This design comes from an exercise in tuning for small area, a short achievable clock period and few clock cycles per item on the open sky130 flow, not from production work.
No run shown here included a check of the RTL's function; only the layout flow was run.

==> flow/design.v (outline; a module is shown in full before it is edited, if it fits) <==
// module csa_fa: 4 lines
// module upsample_csc: 1159 lines
module upsample_csc (
    input  logic        clk,
    input  logic        resetn,
    input  logic        start,
    output logic        done,
    input  logic [15:0] sram_read_data,
    output logic [15:0] sram_write_data,
    output logic [17:0] sram_address,
    output logic        sram_we_n
);
  // ...
==> flow/flow/run.sh <==
#!/bin/bash
# Own layout flow: the standard synthesis unchanged, then the standard ORFS steps with
# stronger timing repair (a larger setup margin, all endpoints) and faster port buffers.
# Each step's full output goes to a log file in the work folder.
set -euo pipefail
bash standard.sh synth > synth.log 2>&1
bash standard.sh SETUP_SLACK_MARGIN=7.8 TNS_END_PERCENT=100 \
     BUFFER_PORTS_ARGS="-buffer_cell sky130_fd_sc_hd__buf_4" finish > layout.log 2>&1
==> flow/standard.sh <==
#!/bin/bash
# synth_recipe.tcl (not shown) runs the flow's synth.tcl, then flattens the netlist and writes it again
# the make line also repeats each setting of config.mk as NAME=value (left out here)
make -C /OpenROAD-flow-scripts/flow DESIGN_CONFIG=/design/flow/config.mk WORK_HOME=/design/flow/orfs CLKGATE_MAP_FILE= SYNTH_SCRIPT=/design/flow/synth_recipe.tcl "${@:-finish}"
==> flow/config.mk <==
export PLATFORM = sky130hd
export DESIGN_NAME = upsample_csc
export DESIGN_NICKNAME = upsample_csc
export VERILOG_FILES = /design/flow/design.v
export SDC_FILE = /design/flow/constraint.sdc
export NUM_CORES = 4
export LEC_CHECK = 0
export ABC_AREA = 0
export CAP_MARGIN = 20
export CORE_MARGIN = 2
export CORE_UTILIZATION = 55
export CTS_CLUSTER_DIAMETER = 100
export CTS_CLUSTER_SIZE = 28
export PLACE_DENSITY = 0.7
export SLEW_MARGIN = 20
export SYNTH_HIERARCHICAL = 1
export SYNTH_MINIMUM_KEEP_SIZE = 0
==> flow/constraint.sdc <==
create_clock -name core_clock -period 11.0 [get_ports {clk}]
set_input_delay 2.2000 -clock core_clock [delete_from_list [all_inputs] [get_ports {clk}]]
set_output_delay 2.2000 -clock core_clock [all_outputs]
set_load 0.01 [all_outputs]
==> impl_metrics.yaml, run 1 <==
timing:
  relSlewSlack: 0.326
  finalSetupTns_ns: 0
  hold_violations: 0
  rsz0062_at_grt: "true"
  fmax_mhz: 302
  skew_ns: 0.0434
final_layout:
  largest_register: "ch"
  final_cell_mix: "fa_1, dfxtp_1, inv_1"
  nets: 2355
  finalNonFillerCells: 2475
  final_common_cell: "fa_1"
logic_synthesis:
  synth_cells: 1879
  synth_xor_area_frac: 0.0283
  synth_most_common_cell: "dfxtp_1"
  ys_seq_elements: 409
  synth_area_leaders: "dfxtp_1, fa_1, edfxtp_1"
  synth_top_family_by_area: "adder cells"
  ys_types: 81
worst_hold_path:
  whs_endpoint: "ylo2[5]"
  hp-class: "reg2reg"
routing:
  top_layer_used: "met4"
  met1_length_um: 21800
  dr_wl_met3_um: 2980
  drt_pass1_iterations: 5
  vias: 13459
  first_iter_violations: 975
die:
  die_h_um: 205
cts:
  htreeDepth: 1
  cts-resized-gates: 54
  clk_pin_slew_ns: 0.10
setup_path:
  r2r_cells: 8
  worstReg2RegStart: "py[0]"
  ff2ff_setup_slack_ns: 7.82
  endpoint: "sram_we_n"
  start_kind: "flop"
outcome:
  status: "timing/DRC/antenna clean"
==> run 2: changes to the inputs <==
--- a/flow/design.v
+++ b/flow/design.v
@@ -78,26 +78,28 @@
                 sram_address <= ra;
                 ra <= ra + 18'd1;
             end
         endcase
         if (k4) jc <= (jc == 8'd159) ? 8'd0 : jc + 8'd1;
     end
 end
 logic [95:0] ch;      
-logic [15:0] vw;      
+logic [7:0]  vhi;     
+logic [7:0]  vlo;     
 logic [7:0]  ulo;     
 wire shift  = (k == 3'd3) || k4;
 wire c11_ld = shift || (k == 3'd2 && fpar);
 wire [7:0] c11_in = (k == 3'd2) ? sram_read_data[15:8] :
-                    (k == 3'd3) ? (fpar ? vw[7:0] : vw[15:8]) : ulo;
+                    (k == 3'd3) ? (fpar ? vlo : vhi) : ulo;
 always_ff @(posedge clk) begin
     if (shift)  ch[87:0] <= ch[95:8];
     if (c11_ld) ch[95:88] <= c11_in;
-    if (k == 3'd2 && ~fpar) vw <= sram_read_data;
+    vhi <= sram_read_data[15:8];
+    if (k == 3'd2 && ~fpar) vlo <= sram_read_data[7:0];
     if (k == 3'd2 &&  fpar) ulo <= sram_read_data[7:0];
 end
 logic j0, j1, j157, j158, j159;
 always_ff @(posedge clk) begin
     j0   <= (jc == 8'd0);
     j1   <= (jc == 8'd1);
     j157 <= (jc == 8'd157);
     j158 <= (jc == 8'd158);
@@ -253,47 +255,47 @@
   csa_fa f1_i132 (.a(f1_102), .b(f1_72), .c(f1_101), .s(f1_132), .co(f1_133));
   wire f1_134, f1_135;
   csa_fa f1_i134 (.a(f1_104), .b(f1_76), .c(f1_103), .s(f1_134), .co(f1_135));
   wire f1_136, f1_137;
   csa_fa f1_i136 (.a(f1_106), .b(f1_36), .c(f1_105), .s(f1_136), .co(f1_137));
   wire f1_138, f1_139;
   csa_fa f1_i138 (.a(fc[8]), .b(f1_81), .c(f1_107), .s(f1_138), .co(f1_139));
   wire f1_140 = ~f1_108;
-  wire f1_141 = f1_110 ^ f1_109;
-  wire f1_142 = f1_110 & f1_109;
-  wire f1_143 = f1_112 ^ f1_111;
-  wire f1_144 = f1_112 & f1_111;
-  wire f1_145 = f1_114 ^ f1_113;
-  wire f1_146 = f1_114 & f1_113;
-  wire f1_147 = f1_116 ^ f1_115;
-  wire f1_148 = f1_116 & f1_115;
-  wire f1_149 = f1_118 ^ f1_117;
-  wire f1_150 = f1_118 & f1_117;
-  wire f1_151 = f1_120 ^ f1_119;
-  wire f1_152 = f1_120 & f1_119;
-  wire f1_153 = f1_122 ^ f1_121;
-  wire f1_154 = f1_122 & f1_121;
-  wire f1_155 = f1_142 | (f1_141 & f1_108);
-  wire f1_156 = f1_146 | (f1_145 & f1_144);
-  wire f1_157 = f1_145 & f1_143;
-  wire f1_158 = f1_150 | (f1_149 & f1_148);
-  wire f1_159 = f1_149 & f1_147;
-  wire f1_160 = f1_154 | (f1_153 & f1_152);
-  wire f1_161 = f1_153 & f1_151;
-  wire f1_162 = f1_144 | (f1_143 & f1_155);
-  wire f1_163 = f1_143 & f1_141;
+  wire f1_141 = f1_110 & f1_109;
+  wire f1_142 = f1_112 & f1_111;
+  wire f1_143 = f1_114 & f1_113;
+  wire f1_144 = f1_116 & f1_115;
+  wire f1_145 = f1_118 & f1_117;
+  wire f1_146 = f1_120 & f1_119;
+  wire f1_147 = f1_122 & f1_121;
+  wire f1_148 = f1_110 | f1_109;
+  wire f1_149 = f1_112 | f1_111;
+  wire f1_150 = f1_114 | f1_113;
+  wire f1_151 = f1_116 | f1_115;
+  wire f1_152 = f1_118 | f1_117;
+  wire f1_153 = f1_120 | f1_119;
+  wire f1_154 = f1_122 | f1_121;
+  wire f1_155 = f1_141 | (f1_148 & f1_108);
+  wire f1_156 = f1_143 | (f1_150 & f1_142);
+  wire f1_157 = f1_150 & f1_149;
+  wire f1_158 = f1_145 | (f1_152 & f1_144);
+  wire f1_159 = f1_152 & f1_151;
+  wire f1_160 = f1_147 | (f1_154 & f1_146);
+  wire f1_161 = f1_154 & f1_153;
+  wire f1_162 = f1_142 | (f1_149 & f1_155);
+  wire f1_163 = f1_149 & f1_148;
   wire f1_164 = f1_156 | (f1_157 & f1_155);
-  wire f1_165 = f1_157 & f1_141;
-  wire f1_166 = f1_152 | (f1_151 & f1_158);
-  wire f1_167 = f1_151 & f1_159;
+  wire f1_165 = f1_157 & f1_148;
+  wire f1_166 = f1_146 | (f1_153 & f1_158);
+  wire f1_167 = f1_153 & f1_159;
   wire f1_168 = f1_160 | (f1_161 & f1_158);
   wire f1_169 = f1_161 & f1_159;
-  wire f1_170 = f1_148 | (f1_147 & f1_164);
-  wire f1_171 = f1_147 & f1_165;
+  wire f1_170 = f1_144 | (f1_151 & f1_164);
+  wire f1_171 = f1_151 & f1_165;
   wire f1_172 = f1_158 | (f1_159 & f1_164);
   wire f1_173 = f1_159 & f1_165;
   wire f1_174 = f1_166 | (f1_167 & f1_164);
   wire f1_175 = f1_167 & f1_165;
   wire f1_176 = f1_168 | (f1_169 & f1_164);
   wire f1_177 = f1_169 & f1_165;
   assign fm_d = {f1_176, 1'b0, f1_139, f1_137, f1_135, f1_133, f1_131, f1_129, f1_127, f1_125, f1_123, 1'b1, 1'b1, f1_138, f1_136, f1_134, f1_132, f1_130, f1_128, f1_126, f1_124};
 always_ff @(posedge clk) fm <= fm_d;
@@ -355,129 +357,134 @@
   wire f2_54 = f2_6 ^ f2_31;
   wire f2_55 = f2_8 ^ f2_33;
   wire f2_56 = f2_10 ^ f2_39;
   wire f2_57 = f2_12 ^ f2_41;
   wire f2_58 = f2_14 ^ f2_43;
   wire f2_59 = f2_16 ^ f2_45;
   wire f2_60 = f2_18 ^ f2_47;
   assign fq = {f2_60, f2_59, f2_58, f2_57, f2_56, f2_55, f2_54, f2_53, f2_52, f2_51};
-logic [9:0] fvr;    
-always_ff @(posedge clk) fvr <= fq;
-logic [7:0] ylo1, ylo2, py, pu;
+logic [7:0] ylo, py, pu;
 logic [9:0] pw, pv;
-logic       sr, srn_q;  
-logic [9:0] pwr;
-wire        sr_d = (k == 3'd4) || (k == 3'd0);
-wire  [9:0] pw_d = (k == 3'd3) ? {2'b00, ch[47:40]} :                   
-                   (k == 3'd4) ? {2'b00, ch[31:24]} :                   
-                                 {fq[9:8] & {2{k == 3'd0}}, fq[7:0]};   
+logic       sr;         
 always_ff @(posedge clk) begin
-    ylo1 <= sram_read_data[7:0];
-    ylo2 <= ylo1;
-    if (k == 3'd3) py <= sram_read_data[15:8];
-    if (k == 3'd0) py <= ylo2;
-    sr    <= sr_d;
-    srn_q <= ~sr_d;
-    pw    <= pw_d;
-    pwr   <= {~pw_d[9], pw_d[8:0]} & {10{sr_d}};               
-    pu <= (k == 3'd4) ? ch[39:32] : fq[7:0];                   
-    pv <= (k == 3'd4) ? {2'b00, ch[31:24]} : fvr;              
+    if (k == 3'd3) begin
+        py  <= sram_read_data[15:8];
+        ylo <= sram_read_data[7:0];
+    end
+    if (k == 3'd0) py <= ylo;
+    if (k == 3'd4) pv <= {2'b00, ch[31:24]};               
+    if (k == 3'd0) pv <= fq;                               
+    sr <= (k == 3'd3) || (k == 3'd0);
+    pw <= (k == 3'd3 || k == 3'd4) ? {2'b00, ch[39:32]} :   
+                        {fq[9:8] & {2{k == 3'd0}}, fq[7:0]};   
+    pu <= (k == 3'd4) ? ch[39:32] : fq[7:0];               
 end
 wire [34:0] mrb_d, mg_d;
 logic [34:0] mrb, mg;
   wire wn9 = ~pw[9];
+  wire srn = ~sr;
+  wire wr0 = pw[0] & sr;
+  wire wr1 = pw[1] & sr;
+  wire wr2 = pw[2] & sr;
+  wire wr3 = pw[3] & sr;
+  wire wr4 = pw[4] & sr;
+  wire wr5 = pw[5] & sr;
+  wire wr6 = pw[6] & sr;
+  wire wr7 = pw[7] & sr;
+  wire wr8 = pw[8] & sr;
+  wire wr9 = wn9 & sr;
   wire rb1_0 = ~py[5] ^ ~pw[7];
   wire rb1_1 = ~py[5] & ~pw[7];
   wire rb1_2 = ~py[6] ^ ~pw[8];
   wire rb1_3 = ~py[6] & ~pw[8];
   wire rb1_4, rb1_5;
   csa_fa rb1_i4 (.a(~py[7]), .b(py[0]), .c(~wn9), .s(rb1_4), .co(rb1_5));
   wire rb1_6, rb1_7;
   csa_fa rb1_i6 (.a(py[1]), .b(~pw[8]), .c(pw[5]), .s(rb1_6), .co(rb1_7));
   wire rb1_8 = pw[3] ^ pw[0];
   wire rb1_9 = pw[3] & pw[0];
   wire rb1_10, rb1_11;
   csa_fa rb1_i10 (.a(py[2]), .b(py[0]), .c(~wn9), .s(rb1_10), .co(rb1_11));
   wire rb1_12, rb1_13;
   csa_fa rb1_i12 (.a(pw[6]), .b(pw[4]), .c(pw[1]), .s(rb1_12), .co(rb1_13));
-  wire rb1_14 = ~pwr[8] ^ pwr[1];
-  wire rb1_15 = ~pwr[8] & pwr[1];
+  wire rb1_14 = ~wr8 ^ wr1;
+  wire rb1_15 = ~wr8 & wr1;
   wire rb1_16, rb1_17;
   csa_fa rb1_i16 (.a(py[3]), .b(py[1]), .c(pw[7]), .s(rb1_16), .co(rb1_17));
   wire rb1_18, rb1_19;
-  csa_fa rb1_i18 (.a(pw[5]), .b(pw[2]), .c(~pwr[9]), .s(rb1_18), .co(rb1_19));
+  csa_fa rb1_i18 (.a(pw[5]), .b(pw[2]), .c(~wr9), .s(rb1_18), .co(rb1_19));
   wire rb1_20, rb1_21;
-  csa_fa rb1_i20 (.a(pwr[2]), .b(pwr[0]), .c(sr), .s(rb1_20), .co(rb1_21));
+  csa_fa rb1_i20 (.a(wr2), .b(wr0), .c(sr), .s(rb1_20), .co(rb1_21));
   wire rb1_22, rb1_23;
   csa_fa rb1_i22 (.a(py[4]), .b(py[2]), .c(py[0]), .s(rb1_22), .co(rb1_23));
   wire rb1_24, rb1_25;
   csa_fa rb1_i24 (.a(pw[8]), .b(pw[6]), .c(pw[3]), .s(rb1_24), .co(rb1_25));
-  wire rb1_26 = ~(pwr[3] ^ pwr[1]);
-  wire rb1_27 = pwr[3] | pwr[1];
+  wire rb1_26 = ~(wr3 ^ wr1);
+  wire rb1_27 = wr3 | wr1;
   wire rb1_28, rb1_29;
   csa_fa rb1_i28 (.a(py[5]), .b(py[3]), .c(py[1]), .s(rb1_28), .co(rb1_29));
   wire rb1_30, rb1_31;
   csa_fa rb1_i30 (.a(wn9), .b(pw[7]), .c(pw[4]), .s(rb1_30), .co(rb1_31));
-  wire rb1_32 = pwr[4] ^ pwr[2];
-  wire rb1_33 = pwr[4] & pwr[2];
+  wire rb1_32 = wr4 ^ wr2;
+  wire rb1_33 = wr4 & wr2;
   wire rb1_34, rb1_35;
   csa_fa rb1_i34 (.a(py[6]), .b(py[4]), .c(py[2]), .s(rb1_34), .co(rb1_35));
   wire rb1_36, rb1_37;
-  csa_fa rb1_i36 (.a(pw[8]), .b(pw[5]), .c(pwr[5]), .s(rb1_36), .co(rb1_37));
-  wire rb1_38 = pwr[3] ^ ~pwr[0];
-  wire rb1_39 = pwr[3] & ~pwr[0];
+  csa_fa rb1_i36 (.a(pw[8]), .b(pw[5]), .c(wr5), .s(rb1_36), .co(rb1_37));
+  wire rb1_38 = wr3 ^ ~wr0;
+  wire rb1_39 = wr3 & ~wr0;
   wire rb1_40, rb1_41;
   csa_fa rb1_i40 (.a(py[7]), .b(py[5]), .c(py[3]), .s(rb1_40), .co(rb1_41));
   wire rb1_42, rb1_43;
   csa_fa rb1_i42 (.a(py[0]), .b(wn9), .c(pw[6]), .s(rb1_42), .co(rb1_43));
   wire rb1_44, rb1_45;
-  csa_fa rb1_i44 (.a(pwr[6]), .b(pwr[4]), .c(~pwr[1]), .s(rb1_44), .co(rb1_45));
+  csa_fa rb1_i44 (.a(wr6), .b(wr4), .c(~wr1), .s(rb1_44), .co(rb1_45));
   wire rb1_46, rb1_47;
   csa_fa rb1_i46 (.a(py[6]), .b(py[4]), .c(py[1]), .s(rb1_46), .co(rb1_47));
   wire rb1_48, rb1_49;
-  csa_fa rb1_i48 (.a(pw[7]), .b(pw[0]), .c(pwr[7]), .s(rb1_48), .co(rb1_49));
+  csa_fa rb1_i48 (.a(pw[7]), .b(pw[0]), .c(wr7), .s(rb1_48), .co(rb1_49));
   wire rb1_50, rb1_51;
-  csa_fa rb1_i50 (.a(pwr[5]), .b(~pwr[2]), .c(srn_q), .s(rb1_50), .co(rb1_51));
+  csa_fa rb1_i50 (.a(wr5), .b(~wr2), .c(srn), .s(rb1_50), .co(rb1_51));
   wire rb1_52, rb1_53;
   csa_fa rb1_i52 (.a(py[7]), .b(py[5]), .c(py[2]), .s(rb1_52), .co(rb1_53));
   wire rb1_54, rb1_55;
-  csa_fa rb1_i54 (.a(pw[8]), .b(pw[1]), .c(pwr[8]), .s(rb1_54), .co(rb1_55));
-  wire rb1_56 = pwr[6] ^ ~pwr[3];
-  wire rb1_57 = pwr[6] & ~pwr[3];
+  csa_fa rb1_i54 (.a(pw[8]), .b(pw[1]), .c(wr8), .s(rb1_54), .co(rb1_55));
+  wire rb1_56 = wr6 ^ ~wr3;
+  wire rb1_57 = wr6 & ~wr3;
   wire rb1_58, rb1_59;
   csa_fa rb1_i58 (.a(py[6]), .b(py[3]), .c(wn9), .s(rb1_58), .co(rb1_59));
   wire rb1_60, rb1_61;
-  csa_fa rb1_i60 (.a(pw[2]), .b(pwr[9]), .c(pwr[7]), .s(rb1_60), .co(rb1_61));
+  csa_fa rb1_i60 (.a(pw[2]), .b(wr9), .c(wr7), .s(rb1_60), .co(rb1_61));
   wire rb1_62, rb1_63;
   csa_fa rb1_i62 (.a(py[7]), .b(py[4]), .c(pw[3]), .s(rb1_62), .co(rb1_63));
   wire rb1_64 = ~py[2] ^ ~pw[4];
   wire rb1_65 = ~py[2] & ~pw[4];
   wire rb1_66, rb1_67;
   csa_fa rb1_i66 (.a(~py[3]), .b(~pw[5]), .c(~pw[3]), .s(rb1_66), .co(rb1_67));
   wire rb1_68, rb1_69;
   csa_fa rb1_i68 (.a(~py[4]), .b(~pw[6]), .c(~pw[4]), .s(rb1_68), .co(rb1_69));
-  wire rb1_70 = pw[1] ^ ~pwr[3];
-  wire rb1_71 = pw[1] & ~pwr[3];
+  wire rb1_70 = pw[1] ^ ~wr3;
+  wire rb1_71 = pw[1] & ~wr3;
   wire rb1_72, rb1_73;
   csa_fa rb1_i72 (.a(rb1_0), .b(~pw[5]), .c(pw[2]), .s(rb1_72), .co(rb1_73));
-  wire rb1_74 = ~(pw[0] ^ ~pwr[4]);
-  wire rb1_75 = pw[0] | ~pwr[4];
+  wire rb1_74 = ~(pw[0] ^ ~wr4);
+  wire rb1_75 = pw[0] | ~wr4;
   wire rb1_76, rb1_77;
   csa_fa rb1_i76 (.a(rb1_2), .b(~pw[6]), .c(pw[3]), .s(rb1_76), .co(rb1_77));
   wire rb1_78, rb1_79;
-  csa_fa rb1_i78 (.a(pw[1]), .b(~pwr[5]), .c(rb1_1), .s(rb1_78), .co(rb1_79));
+  csa_fa rb1_i78 (.a(pw[1]), .b(~wr5), .c(rb1_1), .s(rb1_78), .co(rb1_79));
   wire rb1_80, rb1_81;
   csa_fa rb1_i80 (.a(rb1_4), .b(~pw[7]), .c(pw[4]), .s(rb1_80), .co(rb1_81));
   wire rb1_82, rb1_83;
-  csa_fa rb1_i82 (.a(pw[2]), .b(~pwr[6]), .c(rb1_3), .s(rb1_82), .co(rb1_83));
+  csa_fa rb1_i82 (.a(pw[2]), .b(~wr6), .c(rb1_3), .s(rb1_82), .co(rb1_83));
   wire rb1_84, rb1_85;
-  csa_fa rb1_i84 (.a(rb1_6), .b(rb1_8), .c(~pwr[7]), .s(rb1_84), .co(rb1_85));
+  csa_fa rb1_i84 (.a(rb1_6), .b(rb1_8), .c(~wr7), .s(rb1_84), .co(rb1_85));
   wire rb1_86, rb1_87;
-  csa_fa rb1_i86 (.a(pwr[0]), .b(srn_q), .c(rb1_5), .s(rb1_86), .co(rb1_87));
+  csa_fa rb1_i86 (.a(wr0), .b(srn), .c(rb1_5), .s(rb1_86), .co(rb1_87));
   wire rb1_88, rb1_89;
   csa_fa rb1_i88 (.a(rb1_10), .b(rb1_12), .c(rb1_14), .s(rb1_88), .co(rb1_89));
   wire rb1_90, rb1_91;
   csa_fa rb1_i90 (.a(sr), .b(rb1_7), .c(rb1_9), .s(rb1_90), .co(rb1_91));
   wire rb1_92, rb1_93;
   csa_fa rb1_i92 (.a(rb1_16), .b(rb1_18), .c(rb1_20), .s(rb1_92), .co(rb1_93));
   wire rb1_94, rb1_95;
   csa_fa rb1_i94 (.a(rb1_11), .b(rb1_13), .c(rb1_15), .s(rb1_94), .co(rb1_95));
@@ -501,37 +508,37 @@
   csa_fa rb1_i112 (.a(rb1_46), .b(rb1_48), .c(rb1_50), .s(rb1_112), .co(rb1_113));
   wire rb1_114, rb1_115;
   csa_fa rb1_i114 (.a(rb1_41), .b(rb1_43), .c(rb1_45), .s(rb1_114), .co(rb1_115));
   wire rb1_116, rb1_117;
   csa_fa rb1_i116 (.a(rb1_52), .b(rb1_54), .c(rb1_56), .s(rb1_116), .co(rb1_117));
   wire rb1_118, rb1_119;
   csa_fa rb1_i118 (.a(rb1_47), .b(rb1_49), .c(rb1_51), .s(rb1_118), .co(rb1_119));
   wire rb1_120, rb1_121;
-  csa_fa rb1_i120 (.a(rb1_58), .b(rb1_60), .c(~pwr[4]), .s(rb1_120), .co(rb1_121));
+  csa_fa rb1_i120 (.a(rb1_58), .b(rb1_60), .c(~wr4), .s(rb1_120), .co(rb1_121));
   wire rb1_122, rb1_123;
   csa_fa rb1_i122 (.a(rb1_53), .b(rb1_55), .c(rb1_57), .s(rb1_122), .co(rb1_123));
   wire rb1_124, rb1_125;
-  csa_fa rb1_i124 (.a(rb1_62), .b(pwr[8]), .c(~pwr[5]), .s(rb1_124), .co(rb1_125));
+  csa_fa rb1_i124 (.a(rb1_62), .b(wr8), .c(~wr5), .s(rb1_124), .co(rb1_125));
   wire rb1_126, rb1_127;
   csa_fa rb1_i126 (.a(sr), .b(rb1_59), .c(rb1_61), .s(rb1_126), .co(rb1_127));
   wire rb1_128, rb1_129;
-  csa_fa rb1_i128 (.a(py[5]), .b(pw[4]), .c(pwr[9]), .s(rb1_128), .co(rb1_129));
-  wire rb1_130 = ~(~pwr[6] ^ rb1_63);
-  wire rb1_131 = ~pwr[6] | rb1_63;
+  csa_fa rb1_i128 (.a(py[5]), .b(pw[4]), .c(wr9), .s(rb1_128), .co(rb1_129));
+  wire rb1_130 = ~(~wr6 ^ rb1_63);
+  wire rb1_131 = ~wr6 | rb1_63;
   wire rb1_132, rb1_133;
-  csa_fa rb1_i132 (.a(py[6]), .b(pw[5]), .c(~pwr[7]), .s(rb1_132), .co(rb1_133));
+  csa_fa rb1_i132 (.a(py[6]), .b(pw[5]), .c(~wr7), .s(rb1_132), .co(rb1_133));
   wire rb1_134 = py[7] ^ pw[6];
   wire rb1_135 = py[7] & pw[6];
   wire rb1_136 = ~py[1] ^ ~pw[3];
   wire rb1_137 = ~py[1] & ~pw[3];
   wire rb1_138, rb1_139;
-  csa_fa rb1_i138 (.a(rb1_64), .b(~pw[2]), .c(~pwr[1]), .s(rb1_138), .co(rb1_139));
+  csa_fa rb1_i138 (.a(rb1_64), .b(~pw[2]), .c(~wr1), .s(rb1_138), .co(rb1_139));
   wire rb1_140, rb1_141;
-  csa_fa rb1_i140 (.a(rb1_66), .b(pw[0]), .c(~pwr[2]), .s(rb1_140), .co(rb1_141));
+  csa_fa rb1_i140 (.a(rb1_66), .b(pw[0]), .c(~wr2), .s(rb1_140), .co(rb1_141));
   wire rb1_142 = ~(rb1_68 ^ rb1_70);
   wire rb1_143 = rb1_68 | rb1_70;
   wire rb1_144, rb1_145;
   csa_fa rb1_i144 (.a(rb1_72), .b(rb1_74), .c(rb1_69), .s(rb1_144), .co(rb1_145));
   wire rb1_146, rb1_147;
   csa_fa rb1_i146 (.a(rb1_76), .b(rb1_78), .c(rb1_73), .s(rb1_146), .co(rb1_147));
   wire rb1_148, rb1_149;
   csa_fa rb1_i148 (.a(rb1_80), .b(rb1_82), .c(rb1_77), .s(rb1_148), .co(rb1_149));
@@ -556,24 +563,24 @@
   wire rb1_168, rb1_169;
   csa_fa rb1_i168 (.a(rb1_120), .b(rb1_122), .c(rb1_117), .s(rb1_168), .co(rb1_169));
   wire rb1_170, rb1_171;
   csa_fa rb1_i170 (.a(rb1_124), .b(rb1_126), .c(rb1_121), .s(rb1_170), .co(rb1_171));
   wire rb1_172, rb1_173;
   csa_fa rb1_i172 (.a(rb1_128), .b(rb1_130), .c(rb1_125), .s(rb1_172), .co(rb1_173));
   wire rb1_174 = ~(rb1_132 ^ rb1_129);
   wire rb1_175 = rb1_132 | rb1_129;
-  wire rb1_176 = ~(rb1_134 ^ ~pwr[8]);
-  wire rb1_177 = rb1_134 | ~pwr[8];
+  wire rb1_176 = ~(rb1_134 ^ ~wr8);
+  wire rb1_177 = rb1_134 | ~wr8;
   wire rb1_178, rb1_179;
-  csa_fa rb1_i178 (.a(pw[7]), .b(~pwr[9]), .c(sr), .s(rb1_178), .co(rb1_179));
+  csa_fa rb1_i178 (.a(pw[7]), .b(~wr9), .c(sr), .s(rb1_178), .co(rb1_179));
   wire rb1_180 = ~py[0] ^ ~pw[2];
   wire rb1_181 = ~py[0] & ~pw[2];
   wire rb1_182, rb1_183;
-  csa_fa rb1_i182 (.a(rb1_136), .b(~pw[1]), .c(~pwr[0]), .s(rb1_182), .co(rb1_183));
+  csa_fa rb1_i182 (.a(rb1_136), .b(~pw[1]), .c(~wr0), .s(rb1_182), .co(rb1_183));
   wire rb1_184 = ~(rb1_138 ^ rb1_137);
   wire rb1_185 = rb1_138 | rb1_137;
   wire rb1_186, rb1_187;
   csa_fa rb1_i186 (.a(rb1_140), .b(rb1_65), .c(rb1_139), .s(rb1_186), .co(rb1_187));
   wire rb1_188, rb1_189;
   csa_fa rb1_i188 (.a(rb1_142), .b(rb1_67), .c(rb1_141), .s(rb1_188), .co(rb1_189));
   wire rb1_190, rb1_191;
   csa_fa rb1_i190 (.a(rb1_144), .b(rb1_71), .c(rb1_143), .s(rb1_190), .co(rb1_191));
@@ -608,59 +615,59 @@
   wire rb1_220, rb1_221;
   csa_fa rb1_i220 (.a(rb1_174), .b(rb1_131), .c(rb1_173), .s(rb1_220), .co(rb1_221));
   wire rb1_222, rb1_223;
   csa_fa rb1_i222 (.a(rb1_176), .b(rb1_133), .c(rb1_175), .s(rb1_222), .co(rb1_223));
   wire rb1_224, rb1_225;
   csa_fa rb1_i224 (.a(rb1_178), .b(rb1_135), .c(rb1_177), .s(rb1_224), .co(rb1_225));
   wire rb1_226 = pw[8] ^ rb1_179;
   wire rb1_227 = pw[8] & rb1_179;
-  wire rb1_228 = rb1_180 ^ ~pw[0];
-  wire rb1_229 = rb1_180 & ~pw[0];
-  wire rb1_230 = rb1_182 ^ rb1_181;
-  wire rb1_231 = rb1_182 & rb1_181;
-  wire rb1_232 = rb1_184 ^ rb1_183;
-  wire rb1_233 = rb1_184 & rb1_183;
-  wire rb1_234 = rb1_186 ^ rb1_185;
-  wire rb1_235 = rb1_186 & rb1_185;
-  wire rb1_236 = rb1_188 ^ rb1_187;
-  wire rb1_237 = rb1_188 & rb1_187;
-  wire rb1_238 = rb1_190 ^ rb1_189;
-  wire rb1_239 = rb1_190 & rb1_189;
-  wire rb1_240 = rb1_192 ^ rb1_191;
-  wire rb1_241 = rb1_192 & rb1_191;
-  wire rb1_242 = rb1_194 ^ rb1_193;
-  wire rb1_243 = rb1_194 & rb1_193;
+  wire rb1_228 = rb1_180 & ~pw[0];
+  wire rb1_229 = rb1_182 & rb1_181;
+  wire rb1_230 = rb1_184 & rb1_183;
+  wire rb1_231 = rb1_186 & rb1_185;
+  wire rb1_232 = rb1_188 & rb1_187;
+  wire rb1_233 = rb1_190 & rb1_189;
+  wire rb1_234 = rb1_192 & rb1_191;
+  wire rb1_235 = rb1_194 & rb1_193;
+  wire rb1_236 = rb1_180 | ~pw[0];
+  wire rb1_237 = rb1_182 | rb1_181;
+  wire rb1_238 = rb1_184 | rb1_183;
+  wire rb1_239 = rb1_186 | rb1_185;
+  wire rb1_240 = rb1_188 | rb1_187;
+  wire rb1_241 = rb1_190 | rb1_189;
+  wire rb1_242 = rb1_192 | rb1_191;
+  wire rb1_243 = rb1_194 | rb1_193;
   wire rb1_244 = ~pw[1] & ~pw[0];
-  wire rb1_245 = rb1_231 | (rb1_230 & rb1_229);
-  wire rb1_246 = rb1_230 & rb1_228;
-  wire rb1_247 = rb1_235 | (rb1_234 & rb1_233);
-  wire rb1_248 = rb1_234 & rb1_232;
-  wire rb1_249 = rb1_239 | (rb1_238 & rb1_237);
-  wire rb1_250 = rb1_238 & rb1_236;
-  wire rb1_251 = rb1_243 | (rb1_242 & rb1_241);
-  wire rb1_252 = rb1_242 & rb1_240;
-  wire rb1_253 = rb1_229 | (rb1_228 & rb1_244);
-  wire rb1_254 = rb1_228 & ~pw[1];
+  wire rb1_245 = rb1_229 | (rb1_237 & rb1_228);
+  wire rb1_246 = rb1_237 & rb1_236;
+  wire rb1_247 = rb1_231 | (rb1_239 & rb1_230);
+  wire rb1_248 = rb1_239 & rb1_238;
+  wire rb1_249 = rb1_233 | (rb1_241 & rb1_232);
+  wire rb1_250 = rb1_241 & rb1_240;
+  wire rb1_251 = rb1_235 | (rb1_243 & rb1_234);
+  wire rb1_252 = rb1_243 & rb1_242;
+  wire rb1_253 = rb1_228 | (rb1_236 & rb1_244);
+  wire rb1_254 = rb1_236 & ~pw[1];
   wire rb1_255 = rb1_245 | (rb1_246 & rb1_244);
   wire rb1_256 = rb1_246 & ~pw[1];
-  wire rb1_257 = rb1_237 | (rb1_236 & rb1_247);
-  wire rb1_258 = rb1_236 & rb1_248;
+  wire rb1_257 = rb1_232 | (rb1_240 & rb1_247);
+  wire rb1_258 = rb1_240 & rb1_248;
   wire rb1_259 = rb1_249 | (rb1_250 & rb1_247);
   wire rb1_260 = rb1_250 & rb1_248;
-  wire rb1_261 = rb1_233 | (rb1_232 & rb1_255);
-  wire rb1_262 = rb1_232 & rb1_256;
+  wire rb1_261 = rb1_230 | (rb1_238 & rb1_255);
+  wire rb1_262 = rb1_238 & rb1_256;
   wire rb1_263 = rb1_247 | (rb1_248 & rb1_255);
   wire rb1_264 = rb1_248 & rb1_256;
   wire rb1_265 = rb1_257 | (rb1_258 & rb1_255);
   wire rb1_266 = rb1_258 & rb1_256;
   wire rb1_267 = rb1_259 | (rb1_260 & rb1_255);
   wire rb1_268 = rb1_260 & rb1_256;
-  wire rb1_269 = rb1_241 | (rb1_240 & rb1_267);
-  wire rb1_270 = rb1_240 & rb1_268;
+  wire rb1_269 = rb1_234 | (rb1_242 & rb1_267);
+  wire rb1_270 = rb1_242 & rb1_268;
   wire rb1_271 = rb1_251 | (rb1_252 & rb1_267);
   wire rb1_272 = rb1_252 & rb1_268;
   assign mrb_d = {rb1_271, rb1_227, rb1_225, rb1_223, rb1_221, rb1_219, rb1_217, rb1_215, rb1_213, rb1_211, rb1_209, rb1_207, rb1_205, rb1_203, rb1_201, rb1_199, rb1_197, rb1_195, wn9, rb1_226, rb1_224, rb1_222, rb1_220, rb1_218, rb1_216, rb1_214, rb1_212, rb1_210, rb1_208, rb1_206, rb1_204, rb1_202, rb1_200, rb1_198, rb1_196};
   wire vn9 = ~pv[9];
   wire g1_0 = py[7] ^ py[5];
   wire g1_1 = py[7] & py[5];
   wire g1_2 = py[6] ^ py[4];
   wire g1_3 = py[6] & py[4];
@@ -860,310 +867,310 @@
   csa_fa g1_i196 (.a(g1_152), .b(g1_111), .c(g1_151), .s(g1_196), .co(g1_197));
   wire g1_198, g1_199;
   csa_fa g1_i198 (.a(g1_154), .b(g1_115), .c(g1_153), .s(g1_198), .co(g1_199));
   wire g1_200, g1_201;
   csa_fa g1_i200 (.a(pv[8]), .b(g1_117), .c(g1_155), .s(g1_200), .co(g1_201));
   wire g1_202 = ~vn9 ^ ~pv[8];
   wire g1_203 = ~vn9 & ~pv[8];
   wire g1_204 = ~g1_156;
-  wire g1_205 = g1_158 ^ g1_157;
-  wire g1_206 = g1_158 & g1_157;
-  wire g1_207 = g1_160 ^ g1_159;
-  wire g1_208 = g1_160 & g1_159;
-  wire g1_209 = g1_162 ^ g1_161;
-  wire g1_210 = g1_162 & g1_161;
-  wire g1_211 = g1_164 ^ g1_163;
-  wire g1_212 = g1_164 & g1_163;
-  wire g1_213 = g1_166 ^ g1_165;
-  wire g1_214 = g1_166 & g1_165;
-  wire g1_215 = g1_168 ^ g1_167;
-  wire g1_216 = g1_168 & g1_167;
-  wire g1_217 = g1_170 ^ g1_169;
-  wire g1_218 = g1_170 & g1_169;
+  wire g1_205 = g1_158 & g1_157;
+  wire g1_206 = g1_160 & g1_159;
+  wire g1_207 = g1_162 & g1_161;
+  wire g1_208 = g1_164 & g1_163;
+  wire g1_209 = g1_166 & g1_165;
+  wire g1_210 = g1_168 & g1_167;
+  wire g1_211 = g1_170 & g1_169;
+  wire g1_212 = g1_158 | g1_157;
+  wire g1_213 = g1_160 | g1_159;
+  wire g1_214 = g1_162 | g1_161;
+  wire g1_215 = g1_164 | g1_163;
+  wire g1_216 = g1_166 | g1_165;
+  wire g1_217 = g1_168 | g1_167;
+  wire g1_218 = g1_170 | g1_169;
   wire g1_219 = ~pv[1] & ~pv[0];
-  wire g1_220 = g1_206 | (g1_205 & g1_156);
-  wire g1_221 = g1_210 | (g1_209 & g1_208);
-  wire g1_222 = g1_209 & g1_207;
-  wire g1_223 = g1_214 | (g1_213 & g1_212);
-  wire g1_224 = g1_213 & g1_211;
-  wire g1_225 = g1_218 | (g1_217 & g1_216);
-  wire g1_226 = g1_217 & g1_215;
+  wire g1_220 = g1_205 | (g1_212 & g1_156);
+  wire g1_221 = g1_207 | (g1_214 & g1_206);
+  wire g1_222 = g1_214 & g1_213;
+  wire g1_223 = g1_209 | (g1_216 & g1_208);
+  wire g1_224 = g1_216 & g1_215;
+  wire g1_225 = g1_211 | (g1_218 & g1_210);
+  wire g1_226 = g1_218 & g1_217;
   wire g1_227 = g1_156 | (1'b1 & g1_219);
-  wire g1_228 = g1_220 | (g1_205 & g1_219);
-  wire g1_229 = g1_205 & ~pv[1];
-  wire g1_230 = g1_212 | (g1_211 & g1_221);
-  wire g1_231 = g1_211 & g1_222;
+  wire g1_228 = g1_220 | (g1_212 & g1_219);
+  wire g1_229 = g1_212 & ~pv[1];
+  wire g1_230 = g1_208 | (g1_215 & g1_221);
+  wire g1_231 = g1_215 & g1_222;
   wire g1_232 = g1_223 | (g1_224 & g1_221);
   wire g1_233 = g1_224 & g1_222;
-  wire g1_234 = g1_208 | (g1_207 & g1_228);
-  wire g1_235 = g1_207 & g1_229;
+  wire g1_234 = g1_206 | (g1_213 & g1_228);
+  wire g1_235 = g1_213 & g1_229;
   wire g1_236 = g1_221 | (g1_222 & g1_228);
   wire g1_237 = g1_222 & g1_229;
   wire g1_238 = g1_230 | (g1_231 & g1_228);
   wire g1_239 = g1_231 & g1_229;
   wire g1_240 = g1_232 | (g1_233 & g1_228);
   wire g1_241 = g1_233 & g1_229;
-  wire g1_242 = g1_216 | (g1_215 & g1_240);
-  wire g1_243 = g1_215 & g1_241;
+  wire g1_242 = g1_210 | (g1_217 & g1_240);
+  wire g1_243 = g1_217 & g1_241;
   wire g1_244 = g1_225 | (g1_226 & g1_240);
   wire g1_245 = g1_226 & g1_241;
   assign mg_d = {g1_244, g1_203, g1_201, g1_199, g1_197, g1_195, g1_193, g1_191, g1_189, g1_187, g1_185, g1_183, g1_181, g1_179, g1_177, g1_175, g1_173, g1_171, 1'b1, g1_202, g1_200, g1_198, g1_196, g1_194, g1_192, g1_190, g1_188, g1_186, g1_184, g1_182, g1_180, g1_178, g1_176, g1_174, g1_172};
 always_ff @(posedge clk) begin
     mrb <= mrb_d;
     mg  <= mg_d;
 end
 wire [7:0] qrb, qg;
-  wire rb2_0 = mrb[0] ^ mrb[17];
-  wire rb2_1 = mrb[0] & mrb[17];
-  wire rb2_2 = mrb[1] ^ mrb[18];
-  wire rb2_3 = mrb[1] & mrb[18];
-  wire rb2_4 = mrb[2] ^ mrb[19];
-  wire rb2_5 = mrb[2] & mrb[19];
-  wire rb2_6 = mrb[3] ^ mrb[20];
-  wire rb2_7 = mrb[3] & mrb[20];
-  wire rb2_8 = mrb[4] ^ mrb[21];
-  wire rb2_9 = mrb[4] & mrb[21];
-  wire rb2_10 = mrb[5] ^ mrb[22];
-  wire rb2_11 = mrb[5] & mrb[22];
-  wire rb2_12 = mrb[6] ^ mrb[23];
-  wire rb2_13 = mrb[6] & mrb[23];
-  wire rb2_14 = mrb[7] ^ mrb[24];
-  wire rb2_15 = mrb[7] & mrb[24];
-  wire rb2_16 = mrb[8] ^ mrb[25];
-  wire rb2_17 = mrb[8] & mrb[25];
-  wire rb2_18 = mrb[9] ^ mrb[26];
-  wire rb2_19 = mrb[9] & mrb[26];
-  wire rb2_20 = mrb[10] ^ mrb[27];
-  wire rb2_21 = mrb[10] & mrb[27];
-  wire rb2_22 = mrb[11] ^ mrb[28];
-  wire rb2_23 = mrb[11] & mrb[28];
-  wire rb2_24 = mrb[12] ^ mrb[29];
-  wire rb2_25 = mrb[12] & mrb[29];
-  wire rb2_26 = mrb[13] ^ mrb[30];
-  wire rb2_27 = mrb[13] & mrb[30];
-  wire rb2_28 = mrb[14] ^ mrb[31];
-  wire rb2_29 = mrb[14] & mrb[31];
-  wire rb2_30 = mrb[15] ^ mrb[32];
-  wire rb2_31 = mrb[15] & mrb[32];
-  wire rb2_32 = mrb[16] ^ mrb[33];
-  wire rb2_33 = mrb[16] & mrb[33];
-  wire rb2_34 = rb2_1 | (rb2_0 & mrb[34]);
-  wire rb2_35 = rb2_3 | (rb2_2 & rb2_34);
-  wire rb2_36 = rb2_2 & rb2_0;
-  wire rb2_37 = rb2_7 | (rb2_6 & rb2_5);
-  wire rb2_38 = rb2_6 & rb2_4;
-  wire rb2_39 = rb2_11 | (rb2_10 & rb2_9);
-  wire rb2_40 = rb2_10 & rb2_8;
-  wire rb2_41 = rb2_15 | (rb2_14 & rb2_13);
-  wire rb2_42 = rb2_14 & rb2_12;
-  wire rb2_43 = rb2_19 | (rb2_18 & rb2_17);
-  wire rb2_44 = rb2_18 & rb2_16;
-  wire rb2_45 = rb2_23 | (rb2_22 & rb2_21);
-  wire rb2_46 = rb2_22 & rb2_20;
-  wire rb2_47 = rb2_27 | (rb2_26 & rb2_25);
-  wire rb2_48 = rb2_26 & rb2_24;
-  wire rb2_49 = rb2_31 | (rb2_30 & rb2_29);
-  wire rb2_50 = rb2_30 & rb2_28;
-  wire rb2_51 = rb2_5 | (rb2_4 & rb2_35);
-  wire rb2_52 = rb2_4 & rb2_36;
+  wire rb2_0 = mrb[0] & mrb[17];
+  wire rb2_1 = mrb[1] & mrb[18];
+  wire rb2_2 = mrb[2] & mrb[19];
+  wire rb2_3 = mrb[3] & mrb[20];
+  wire rb2_4 = mrb[4] & mrb[21];
+  wire rb2_5 = mrb[5] & mrb[22];
+  wire rb2_6 = mrb[6] ^ mrb[23];
+  wire rb2_7 = mrb[6] & mrb[23];
+  wire rb2_8 = mrb[7] ^ mrb[24];
+  wire rb2_9 = mrb[7] & mrb[24];
+  wire rb2_10 = mrb[8] ^ mrb[25];
+  wire rb2_11 = mrb[8] & mrb[25];
+  wire rb2_12 = mrb[9] ^ mrb[26];
+  wire rb2_13 = mrb[9] & mrb[26];
+  wire rb2_14 = mrb[10] ^ mrb[27];
+  wire rb2_15 = mrb[10] & mrb[27];
+  wire rb2_16 = mrb[11] ^ mrb[28];
+  wire rb2_17 = mrb[11] & mrb[28];
+  wire rb2_18 = mrb[12] ^ mrb[29];
+  wire rb2_19 = mrb[12] & mrb[29];
+  wire rb2_20 = mrb[13] ^ mrb[30];
+  wire rb2_21 = mrb[13] & mrb[30];
+  wire rb2_22 = mrb[14] ^ mrb[31];
+  wire rb2_23 = mrb[14] & mrb[31];
+  wire rb2_24 = mrb[15] ^ mrb[32];
+  wire rb2_25 = mrb[15] & mrb[32];
+  wire rb2_26 = mrb[16] ^ mrb[33];
+  wire rb2_27 = mrb[16] & mrb[33];
+  wire rb2_28 = mrb[0] | mrb[17];
+  wire rb2_29 = mrb[1] | mrb[18];
+  wire rb2_30 = mrb[2] | mrb[19];
+  wire rb2_31 = mrb[3] | mrb[20];
+  wire rb2_32 = mrb[4] | mrb[21];
+  wire rb2_33 = mrb[5] | mrb[22];
+  wire rb2_34 = rb2_0 | (rb2_28 & mrb[34]);
+  wire rb2_35 = rb2_1 | (rb2_29 & rb2_34);
+  wire rb2_36 = rb2_29 & rb2_28;
+  wire rb2_37 = rb2_3 | (rb2_31 & rb2_2);
+  wire rb2_38 = rb2_31 & rb2_30;
+  wire rb2_39 = rb2_5 | (rb2_33 & rb2_4);
+  wire rb2_40 = rb2_33 & rb2_32;
+  wire rb2_41 = rb2_9 | (rb2_8 & rb2_7);
+  wire rb2_42 = rb2_8 & rb2_6;
+  wire rb2_43 = rb2_13 | (rb2_12 & rb2_11);
+  wire rb2_44 = rb2_12 & rb2_10;
+  wire rb2_45 = rb2_17 | (rb2_16 & rb2_15);
+  wire rb2_46 = rb2_16 & rb2_14;
+  wire rb2_47 = rb2_21 | (rb2_20 & rb2_19);
+  wire rb2_48 = rb2_20 & rb2_18;
+  wire rb2_49 = rb2_25 | (rb2_24 & rb2_23);
+  wire rb2_50 = rb2_24 & rb2_22;
+  wire rb2_51 = rb2_2 | (rb2_30 & rb2_35);
+  wire rb2_52 = rb2_30 & rb2_36;
   wire rb2_53 = rb2_37 | (rb2_38 & rb2_35);
   wire rb2_54 = rb2_38 & rb2_36;
-  wire rb2_55 = rb2_13 | (rb2_12 & rb2_39);
-  wire rb2_56 = rb2_12 & rb2_40;
+  wire rb2_55 = rb2_7 | (rb2_6 & rb2_39);
+  wire rb2_56 = rb2_6 & rb2_40;
   wire rb2_57 = rb2_41 | (rb2_42 & rb2_39);
   wire rb2_58 = rb2_42 & rb2_40;
-  wire rb2_59 = rb2_21 | (rb2_20 & rb2_43);
-  wire rb2_60 = rb2_20 & rb2_44;
+  wire rb2_59 = rb2_15 | (rb2_14 & rb2_43);
+  wire rb2_60 = rb2_14 & rb2_44;
   wire rb2_61 = rb2_45 | (rb2_46 & rb2_43);
   wire rb2_62 = rb2_46 & rb2_44;
-  wire rb2_63 = rb2_29 | (rb2_28 & rb2_47);
-  wire rb2_64 = rb2_28 & rb2_48;
+  wire rb2_63 = rb2_23 | (rb2_22 & rb2_47);
+  wire rb2_64 = rb2_22 & rb2_48;
   wire rb2_65 = rb2_49 | (rb2_50 & rb2_47);
   wire rb2_66 = rb2_50 & rb2_48;
-  wire rb2_67 = rb2_9 | (rb2_8 & rb2_53);
-  wire rb2_68 = rb2_8 & rb2_54;
+  wire rb2_67 = rb2_4 | (rb2_32 & rb2_53);
+  wire rb2_68 = rb2_32 & rb2_54;
   wire rb2_69 = rb2_39 | (rb2_40 & rb2_53);
   wire rb2_70 = rb2_40 & rb2_54;
   wire rb2_71 = rb2_55 | (rb2_56 & rb2_53);
   wire rb2_72 = rb2_56 & rb2_54;
   wire rb2_73 = rb2_57 | (rb2_58 & rb2_53);
   wire rb2_74 = rb2_58 & rb2_54;
-  wire rb2_75 = rb2_25 | (rb2_24 & rb2_61);
-  wire rb2_76 = rb2_24 & rb2_62;
+  wire rb2_75 = rb2_19 | (rb2_18 & rb2_61);
+  wire rb2_76 = rb2_18 & rb2_62;
   wire rb2_77 = rb2_47 | (rb2_48 & rb2_61);
   wire rb2_78 = rb2_48 & rb2_62;
   wire rb2_79 = rb2_63 | (rb2_64 & rb2_61);
   wire rb2_80 = rb2_64 & rb2_62;
   wire rb2_81 = rb2_65 | (rb2_66 & rb2_61);
   wire rb2_82 = rb2_66 & rb2_62;
-  wire rb2_83 = rb2_17 | (rb2_16 & rb2_73);
-  wire rb2_84 = rb2_16 & rb2_74;
+  wire rb2_83 = rb2_11 | (rb2_10 & rb2_73);
+  wire rb2_84 = rb2_10 & rb2_74;
   wire rb2_85 = rb2_43 | (rb2_44 & rb2_73);
   wire rb2_86 = rb2_44 & rb2_74;
   wire rb2_87 = rb2_59 | (rb2_60 & rb2_73);
   wire rb2_88 = rb2_60 & rb2_74;
   wire rb2_89 = rb2_61 | (rb2_62 & rb2_73);
   wire rb2_90 = rb2_62 & rb2_74;
   wire rb2_91 = rb2_75 | (rb2_76 & rb2_73);
   wire rb2_92 = rb2_76 & rb2_74;
   wire rb2_93 = rb2_77 | (rb2_78 & rb2_73);
   wire rb2_94 = rb2_78 & rb2_74;
   wire rb2_95 = rb2_79 | (rb2_80 & rb2_73);
   wire rb2_96 = rb2_80 & rb2_74;
   wire rb2_97 = rb2_81 | (rb2_82 & rb2_73);
   wire rb2_98 = rb2_82 & rb2_74;
-  wire rb2_99 = rb2_33 | (rb2_32 & rb2_97);
-  wire rb2_100 = rb2_32 & rb2_98;
-  wire rb2_101 = rb2_12 ^ rb2_69;
-  wire rb2_102 = rb2_14 ^ rb2_71;
-  wire rb2_103 = rb2_16 ^ rb2_73;
-  wire rb2_104 = rb2_18 ^ rb2_83;
-  wire rb2_105 = rb2_20 ^ rb2_85;
-  wire rb2_106 = rb2_22 ^ rb2_87;
-  wire rb2_107 = rb2_24 ^ rb2_89;
-  wire rb2_108 = rb2_26 ^ rb2_91;
-  wire rb2_109 = rb2_28 ^ rb2_93;
-  wire rb2_110 = rb2_30 ^ rb2_95;
-  wire rb2_111 = rb2_32 ^ rb2_97;
+  wire rb2_99 = rb2_27 | (rb2_26 & rb2_97);
+  wire rb2_100 = rb2_26 & rb2_98;
+  wire rb2_101 = rb2_6 ^ rb2_69;
+  wire rb2_102 = rb2_8 ^ rb2_71;
+  wire rb2_103 = rb2_10 ^ rb2_73;
+  wire rb2_104 = rb2_12 ^ rb2_83;
+  wire rb2_105 = rb2_14 ^ rb2_85;
+  wire rb2_106 = rb2_16 ^ rb2_87;
+  wire rb2_107 = rb2_18 ^ rb2_89;
+  wire rb2_108 = rb2_20 ^ rb2_91;
+  wire rb2_109 = rb2_22 ^ rb2_93;
+  wire rb2_110 = rb2_24 ^ rb2_95;
+  wire rb2_111 = rb2_26 ^ rb2_97;
   wire rb2_112 = rb2_109 | rb2_110;
   wire rb2_113 = ~rb2_111 & (rb2_112 | rb2_101);
   wire rb2_114 = ~rb2_111 & (rb2_112 | rb2_102);
   wire rb2_115 = ~rb2_111 & (rb2_112 | rb2_103);
   wire rb2_116 = ~rb2_111 & (rb2_112 | rb2_104);
   wire rb2_117 = ~rb2_111 & (rb2_112 | rb2_105);
   wire rb2_118 = ~rb2_111 & (rb2_112 | rb2_106);
   wire rb2_119 = ~rb2_111 & (rb2_112 | rb2_107);
   wire rb2_120 = ~rb2_111 & (rb2_112 | rb2_108);
   assign qrb = {rb2_120, rb2_119, rb2_118, rb2_117, rb2_116, rb2_115, rb2_114, rb2_113};
-  wire g2_0 = mg[0] ^ mg[17];
-  wire g2_1 = mg[0] & mg[17];
-  wire g2_2 = mg[1] ^ mg[18];
-  wire g2_3 = mg[1] & mg[18];
-  wire g2_4 = mg[2] ^ mg[19];
-  wire g2_5 = mg[2] & mg[19];
-  wire g2_6 = mg[3] ^ mg[20];
-  wire g2_7 = mg[3] & mg[20];
-  wire g2_8 = mg[4] ^ mg[21];
-  wire g2_9 = mg[4] & mg[21];
-  wire g2_10 = mg[5] ^ mg[22];
-  wire g2_11 = mg[5] & mg[22];
-  wire g2_12 = mg[6] ^ mg[23];
-  wire g2_13 = mg[6] & mg[23];
-  wire g2_14 = mg[7] ^ mg[24];
-  wire g2_15 = mg[7] & mg[24];
-  wire g2_16 = mg[8] ^ mg[25];
-  wire g2_17 = mg[8] & mg[25];
-  wire g2_18 = mg[9] ^ mg[26];
-  wire g2_19 = mg[9] & mg[26];
-  wire g2_20 = mg[10] ^ mg[27];
-  wire g2_21 = mg[10] & mg[27];
-  wire g2_22 = mg[11] ^ mg[28];
-  wire g2_23 = mg[11] & mg[28];
-  wire g2_24 = mg[12] ^ mg[29];
-  wire g2_25 = mg[12] & mg[29];
-  wire g2_26 = mg[13] ^ mg[30];
-  wire g2_27 = mg[13] & mg[30];
-  wire g2_28 = mg[14] ^ mg[31];
-  wire g2_29 = mg[14] & mg[31];
-  wire g2_30 = mg[15] ^ mg[32];
-  wire g2_31 = mg[15] & mg[32];
-  wire g2_32 = mg[16] ^ mg[33];
-  wire g2_33 = mg[16] & mg[33];
-  wire g2_34 = g2_1 | (g2_0 & mg[34]);
-  wire g2_35 = g2_3 | (g2_2 & g2_34);
-  wire g2_36 = g2_2 & g2_0;
-  wire g2_37 = g2_7 | (g2_6 & g2_5);
-  wire g2_38 = g2_6 & g2_4;
-  wire g2_39 = g2_11 | (g2_10 & g2_9);
-  wire g2_40 = g2_10 & g2_8;
-  wire g2_41 = g2_15 | (g2_14 & g2_13);
-  wire g2_42 = g2_14 & g2_12;
-  wire g2_43 = g2_19 | (g2_18 & g2_17);
-  wire g2_44 = g2_18 & g2_16;
-  wire g2_45 = g2_23 | (g2_22 & g2_21);
-  wire g2_46 = g2_22 & g2_20;
-  wire g2_47 = g2_27 | (g2_26 & g2_25);
-  wire g2_48 = g2_26 & g2_24;
-  wire g2_49 = g2_31 | (g2_30 & g2_29);
-  wire g2_50 = g2_30 & g2_28;
-  wire g2_51 = g2_5 | (g2_4 & g2_35);
-  wire g2_52 = g2_4 & g2_36;
+  wire g2_0 = mg[0] & mg[17];
+  wire g2_1 = mg[1] & mg[18];
+  wire g2_2 = mg[2] & mg[19];
+  wire g2_3 = mg[3] & mg[20];
+  wire g2_4 = mg[4] & mg[21];
+  wire g2_5 = mg[5] & mg[22];
+  wire g2_6 = mg[6] ^ mg[23];
+  wire g2_7 = mg[6] & mg[23];
+  wire g2_8 = mg[7] ^ mg[24];
+  wire g2_9 = mg[7] & mg[24];
+  wire g2_10 = mg[8] ^ mg[25];
+  wire g2_11 = mg[8] & mg[25];
+  wire g2_12 = mg[9] ^ mg[26];
+  wire g2_13 = mg[9] & mg[26];
+  wire g2_14 = mg[10] ^ mg[27];
+  wire g2_15 = mg[10] & mg[27];
+  wire g2_16 = mg[11] ^ mg[28];
+  wire g2_17 = mg[11] & mg[28];
+  wire g2_18 = mg[12] ^ mg[29];
+  wire g2_19 = mg[12] & mg[29];
+  wire g2_20 = mg[13] ^ mg[30];
+  wire g2_21 = mg[13] & mg[30];
+  wire g2_22 = mg[14] ^ mg[31];
+  wire g2_23 = mg[14] & mg[31];
+  wire g2_24 = mg[15] ^ mg[32];
+  wire g2_25 = mg[15] & mg[32];
+  wire g2_26 = mg[16] ^ mg[33];
+  wire g2_27 = mg[16] & mg[33];
+  wire g2_28 = mg[0] | mg[17];
+  wire g2_29 = mg[1] | mg[18];
+  wire g2_30 = mg[2] | mg[19];
+  wire g2_31 = mg[3] | mg[20];
+  wire g2_32 = mg[4] | mg[21];
+  wire g2_33 = mg[5] | mg[22];
+  wire g2_34 = g2_0 | (g2_28 & mg[34]);
+  wire g2_35 = g2_1 | (g2_29 & g2_34);
+  wire g2_36 = g2_29 & g2_28;
+  wire g2_37 = g2_3 | (g2_31 & g2_2);
+  wire g2_38 = g2_31 & g2_30;
+  wire g2_39 = g2_5 | (g2_33 & g2_4);
+  wire g2_40 = g2_33 & g2_32;
+  wire g2_41 = g2_9 | (g2_8 & g2_7);
+  wire g2_42 = g2_8 & g2_6;
+  wire g2_43 = g2_13 | (g2_12 & g2_11);
+  wire g2_44 = g2_12 & g2_10;
+  wire g2_45 = g2_17 | (g2_16 & g2_15);
+  wire g2_46 = g2_16 & g2_14;
+  wire g2_47 = g2_21 | (g2_20 & g2_19);
+  wire g2_48 = g2_20 & g2_18;
+  wire g2_49 = g2_25 | (g2_24 & g2_23);
+  wire g2_50 = g2_24 & g2_22;
+  wire g2_51 = g2_2 | (g2_30 & g2_35);
+  wire g2_52 = g2_30 & g2_36;
   wire g2_53 = g2_37 | (g2_38 & g2_35);
   wire g2_54 = g2_38 & g2_36;
-  wire g2_55 = g2_13 | (g2_12 & g2_39);
-  wire g2_56 = g2_12 & g2_40;
+  wire g2_55 = g2_7 | (g2_6 & g2_39);
+  wire g2_56 = g2_6 & g2_40;
   wire g2_57 = g2_41 | (g2_42 & g2_39);
   wire g2_58 = g2_42 & g2_40;
-  wire g2_59 = g2_21 | (g2_20 & g2_43);
-  wire g2_60 = g2_20 & g2_44;
+  wire g2_59 = g2_15 | (g2_14 & g2_43);
+  wire g2_60 = g2_14 & g2_44;
   wire g2_61 = g2_45 | (g2_46 & g2_43);
   wire g2_62 = g2_46 & g2_44;
-  wire g2_63 = g2_29 | (g2_28 & g2_47);
-  wire g2_64 = g2_28 & g2_48;
+  wire g2_63 = g2_23 | (g2_22 & g2_47);
+  wire g2_64 = g2_22 & g2_48;
   wire g2_65 = g2_49 | (g2_50 & g2_47);
   wire g2_66 = g2_50 & g2_48;
-  wire g2_67 = g2_9 | (g2_8 & g2_53);
-  wire g2_68 = g2_8 & g2_54;
+  wire g2_67 = g2_4 | (g2_32 & g2_53);
+  wire g2_68 = g2_32 & g2_54;
   wire g2_69 = g2_39 | (g2_40 & g2_53);
   wire g2_70 = g2_40 & g2_54;
   wire g2_71 = g2_55 | (g2_56 & g2_53);
   wire g2_72 = g2_56 & g2_54;
   wire g2_73 = g2_57 | (g2_58 & g2_53);
   wire g2_74 = g2_58 & g2_54;
-  wire g2_75 = g2_25 | (g2_24 & g2_61);
-  wire g2_76 = g2_24 & g2_62;
+  wire g2_75 = g2_19 | (g2_18 & g2_61);
+  wire g2_76 = g2_18 & g2_62;
   wire g2_77 = g2_47 | (g2_48 & g2_61);
   wire g2_78 = g2_48 & g2_62;
   wire g2_79 = g2_63 | (g2_64 & g2_61);
   wire g2_80 = g2_64 & g2_62;
   wire g2_81 = g2_65 | (g2_66 & g2_61);
   wire g2_82 = g2_66 & g2_62;
-  wire g2_83 = g2_17 | (g2_16 & g2_73);
-  wire g2_84 = g2_16 & g2_74;
+  wire g2_83 = g2_11 | (g2_10 & g2_73);
+  wire g2_84 = g2_10 & g2_74;
   wire g2_85 = g2_43 | (g2_44 & g2_73);
   wire g2_86 = g2_44 & g2_74;
   wire g2_87 = g2_59 | (g2_60 & g2_73);
   wire g2_88 = g2_60 & g2_74;
   wire g2_89 = g2_61 | (g2_62 & g2_73);
   wire g2_90 = g2_62 & g2_74;
   wire g2_91 = g2_75 | (g2_76 & g2_73);
   wire g2_92 = g2_76 & g2_74;
   wire g2_93 = g2_77 | (g2_78 & g2_73);
   wire g2_94 = g2_78 & g2_74;
   wire g2_95 = g2_79 | (g2_80 & g2_73);
   wire g2_96 = g2_80 & g2_74;
   wire g2_97 = g2_81 | (g2_82 & g2_73);
   wire g2_98 = g2_82 & g2_74;
-  wire g2_99 = g2_33 | (g2_32 & g2_97);
-  wire g2_100 = g2_32 & g2_98;
-  wire g2_101 = g2_12 ^ g2_69;
-  wire g2_102 = g2_14 ^ g2_71;
-  wire g2_103 = g2_16 ^ g2_73;
-  wire g2_104 = g2_18 ^ g2_83;
-  wire g2_105 = g2_20 ^ g2_85;
-  wire g2_106 = g2_22 ^ g2_87;
-  wire g2_107 = g2_24 ^ g2_89;
-  wire g2_108 = g2_26 ^ g2_91;
-  wire g2_109 = g2_28 ^ g2_93;
-  wire g2_110 = g2_30 ^ g2_95;
-  wire g2_111 = g2_32 ^ g2_97;
+  wire g2_99 = g2_27 | (g2_26 & g2_97);
+  wire g2_100 = g2_26 & g2_98;
+  wire g2_101 = g2_6 ^ g2_69;
+  wire g2_102 = g2_8 ^ g2_71;
+  wire g2_103 = g2_10 ^ g2_73;
+  wire g2_104 = g2_12 ^ g2_83;
+  wire g2_105 = g2_14 ^ g2_85;
+  wire g2_106 = g2_16 ^ g2_87;
+  wire g2_107 = g2_18 ^ g2_89;
+  wire g2_108 = g2_20 ^ g2_91;
+  wire g2_109 = g2_22 ^ g2_93;
+  wire g2_110 = g2_24 ^ g2_95;
+  wire g2_111 = g2_26 ^ g2_97;
   wire g2_112 = g2_109 | g2_110;
   wire g2_113 = ~g2_111 & (g2_112 | g2_101);
   wire g2_114 = ~g2_111 & (g2_112 | g2_102);
   wire g2_115 = ~g2_111 & (g2_112 | g2_103);
   wire g2_116 = ~g2_111 & (g2_112 | g2_104);
   wire g2_117 = ~g2_111 & (g2_112 | g2_105);
   wire g2_118 = ~g2_111 & (g2_112 | g2_106);
   wire g2_119 = ~g2_111 & (g2_112 | g2_107);
   wire g2_120 = ~g2_111 & (g2_112 | g2_108);
   assign qg = {g2_120, g2_119, g2_118, g2_117, g2_116, g2_115, g2_114, g2_113};
-logic [7:0] bh;         
+logic [7:0] rbd;        
 always_ff @(posedge clk) begin
-    if (k == 3'd0) bh <= qrb;
+    rbd <= qrb;
     case (k)
-        3'd1:    sram_write_data <= {qrb, qg};     
-        3'd2:    sram_write_data <= {bh, qrb};     
+        3'd1:    sram_write_data <= {rbd, qg};     
+        3'd2:    sram_write_data <= {rbd, qrb};    
         default: sram_write_data <= {qg, qrb};     
     endcase
 end
 endmodule
 `default_nettype wire
==> flow/flow/run.sh (replaced) <==
#!/bin/bash
# Own layout flow: the standard synthesis unchanged, then the standard ORFS steps with
# stronger timing repair (a larger setup margin, all endpoints), faster port buffers and
# clock tree synthesis without dummy balancing loads.
# Each step's full output goes to a log file in the work folder.
set -euo pipefail
bash standard.sh synth > synth.log 2>&1
bash standard.sh SETUP_SLACK_MARGIN=7.5 TNS_END_PERCENT=100 \
     BUFFER_PORTS_ARGS="-buffer_cell sky130_fd_sc_hd__buf_4" \
     CTS_ARGS="-sink_clustering_enable -repair_clock_nets -sink_clustering_size 28 -sink_clustering_max_diameter 100 -dont_use_dummy_load" finish > layout.log 2>&1
==> run 2 against run 1 <==
Effect of this change: still clean on timing, DRC and antenna; die area is 4.5% lower; setup slack got worse by 0.23 ns; global-route usage is 1.1 points lower; largest cell class unchanged.
==> impl_metrics.yaml, run 2 <==
outcome:
  status: "timing/DRC/antenna clean"
routing:
  viasPerCell: 5.54
  first_iter_violations: 732
  vias: 13280
  wl_um: 44200
  drc: 0
  final_antenna_net_count: 0
  drt_pass1_iterations: 5
  wl_per_cell_um: 18.4
global_routing:
  grt_pass1_wl_um: 71200
  grt_pass1_vias: 13380
  grt_max_degree: 57
  grt_usage: 0.224
  overflow: 0
  antenna_found_initial: 3
setup_path:
  r2r_cells: 10
  worstReg2RegStart: "py[3]"
  worstSetupEndpointType: "flop"
  crit_family: "adder cells"
  r2r_end: "mrb[34]"
  crit_buf_inv: 1
  worst-path-stages: 10
  path_class: "reg2reg"
  endpoint: "mrb[34]"
  cpMostUsedCell: "maj3_2"
  worstSetupStartpoint: "py[3]"
  cp_max_fo: 2
  start_kind: "flop"
  cp_slowest_cell: "fa_1"
  ff2ff_setup_slack_ns: 7.46
  worstPathRequired_ns: 11.43
  crit_arrival_ns: 3.97
  critPathMaxStageDelay_ns: 0.51
  path_cells: "inv_2, fa_1, fa_1, fa_1, o22ai_2, o2bb2ai_2, maj3_2, maj3_2, maj3_2, maj3_2"
cts:
  clkSinkCount: 380
  cts_buffers: 17
  root_buffer: "clkbuf_16"
  htreeDepth: 1
  clk_latency_ns: 0.53
  tritoncts: "done"
  clk_path_buf_depth: 3
  clk_pin_slew_ns: 0.10
logic_synthesis:
  ys_seq_elements: 380
  yosysWarnings: 7
  netlist.area_leader.share: 0.221
  synth_ff_type: "dfxtp_1"
  synth_cells: 1839
  synth-edff-count: 138
  synth_area_leaders: "fa_1, dfxtp_1, edfxtp_1"
  yosys-top-cells-count: "fa_1, dfxtp_1, inv_1"
  async_flop_share: 0.0289
  avgSynthCellArea_um2: 11.6
  yosysTopAreaCell: "fa_1"
  synth_most_common_cell: "fa_1"
  synth_fp_nets: 2222
  syn_area_um2: 21200
  ys_types: 74
  yosysSeqAreaShare: 0.426
die:
  coreArea_um2: 37800
  die_h_um: 201
  io_pins: 55
  rows: 71
  dieWidth_um: 201
  start_util: 0.561
  dieArea_um2: 40200
final_layout:
  largest_reg_flops: 96
  final_common_cell: "fa_1"
  finalNonFillerCells: 2399
  area_growth_pct: 7.13
  largest_register: "ch"
  top_regs: "ch: 96 flops, mrb: 35 flops, mg: 34 flops"
  fillers: 3113
  final_cell_mix: "fa_1, dfxtp_1, inv_1"
  nets: 2271
  layout-drive-gt1-share: 0.0705
timing:
  hold_violations: 0
  worst_pin_slew_ns: 0.913
  fin_crit_sh: 0.322
  relSlewSlack: 0.390
  post-route-min-period_ns: 3.54
  setup_viol: 0
  drv_slew: 0
  hold_ws_ns: 0.421
  fin_ws_ns: 7.46
  fmax_mhz: 283
  rsz0062_at_grt: "true"
  finalSetupTns_ns: 0
  skew_ns: 0.0422
placed_design:
  routabilityCongestion: 0.898
  dp.cells: 2369
  dp_hpwl_um: 35000
  portBuffers: 54
  dp_slack_ns: 6.86
worst_hold_path:
  hp-class: "reg2reg"
flow_run:
  max-cap-violations: 0
-- run 2: cell types whose count changed in the layout (fill, tap and decap cells not counted), sizes merged, moves of 14 or more --
| cell | previous run | this run |
|---|---|---|
| nand2 | 160 | 174 |
| buf | 89 | 73 |
| o21ai | 95 | 110 |
| ha | 163 | 129 |
| dfxtp | 262 | 231 |
| a21o | 36 | 19 |
-- run 2: per-module statistics from Yosys (local to each module, per instance) --
module / area [um^2] / cells / flip-flops and latches / times used
csa_fa: 20.0 / 1 / 0 / 226
upsample_csc: 16700 / 1613 / 380 / 1
-- run 2: cells by family (layout without fill, tap and decap cells) --
kind of cell / after synthesis / after routing / synth area share
multiplexers: 41 / 41 / 0.0193
buffers and inverters: 252 / 299 / 0.0445
flip-flops: 380 / 380 / 0.426
adder cells (fa/ha/maj): 376 / 376 / 0.303
AND/OR/NAND/NOR: 408 / 408 / 0.0864
XOR/XNOR: 62 / 62 / 0.0256
AO/OA/AOI/OAI: 320 / 320 / 0.0950
other: 0 / 2 / 0
-- run 2: final cells by class --
type	count	area (um^2)	share of cell area
antenna	2	5.00	0.000220
timing repair buffer	73	556	0.0244
inverter	209	790	0.0347
multi-input combinational	1207	11300	0.495
clock buffer	17	425	0.0187
sequential	380	9070	0.398
tap	511	639	0.0281
-- run 2: layer usage --
layer,GRT usage,share of wire,vias to the layer above
met5,0,0.00018,-
met4,0.0450,0.016,2
met3,0.0409,0.061,40
met1,0.317,0.45,6617
li1,-,-,6270
met2,0.364,0.47,351
-- run 2: worst min path at each step --
| stage | start | to | slack (ns) | depth (start not counted) |
|---|---|---|---|---|
| finish | ch[40] | ch[32] | 0.42 | 0 |
| global route | ch[72] | ch[64] | 0.44 | 0 |
| CTS | ch[40] | ch[32] | 0.43 | 0 |
| detailed placement | ch[44] | ch[36] | 0.40 | 0 |
| global placement | ch[57] | ch[49] | 0.40 | 0 |
| floorplan | ch[8] | ch[0] | 0.40 | 0 |
-- run 2: repair_timing --
| action | CTS | global route |
|---|---|---|
| setup endpoints to repair | 66 | 66 |
| gates resized for setup | 12 | 7 |
| pin swaps | 0 | 0 |
| setup buffers | 9 | 2 |
| hold buffers | 0 | 0 |
-- run 2: metrics by stage --
step           area, um^2   util
6_report            22800  0.601
5_1_grt             22800  0.601
4_1_cts             22700  0.600
3_5_place_dp        22200  0.586
3_3_place_gp        22200  0.586
2_1_floorplan       21200      -

-- re-timing with driven ports --
Ports are ideal in the flow. The routed layouts listed here were re-timed in OpenROAD.
Step 1 assumes that a clkbuf_16 drives the clock port and a buf_2 every other input.
Step 2 times the ports against the registers' clock, not the clock port: input delays grow and output delays shrink by t, the midpoint of the rising clock arrivals with the driver on.
Slacks: no drivers / after step 1 / after step 2; pairs: no drivers / after step 1.
run | t, ns | slack for setup (ns)
run 1 | 0.585 | 7.687 / 7.632 / 7.691
run 2 | 0.570 | 7.461 / 7.461 / 7.461
After both steps every run listed still meets setup and hold.
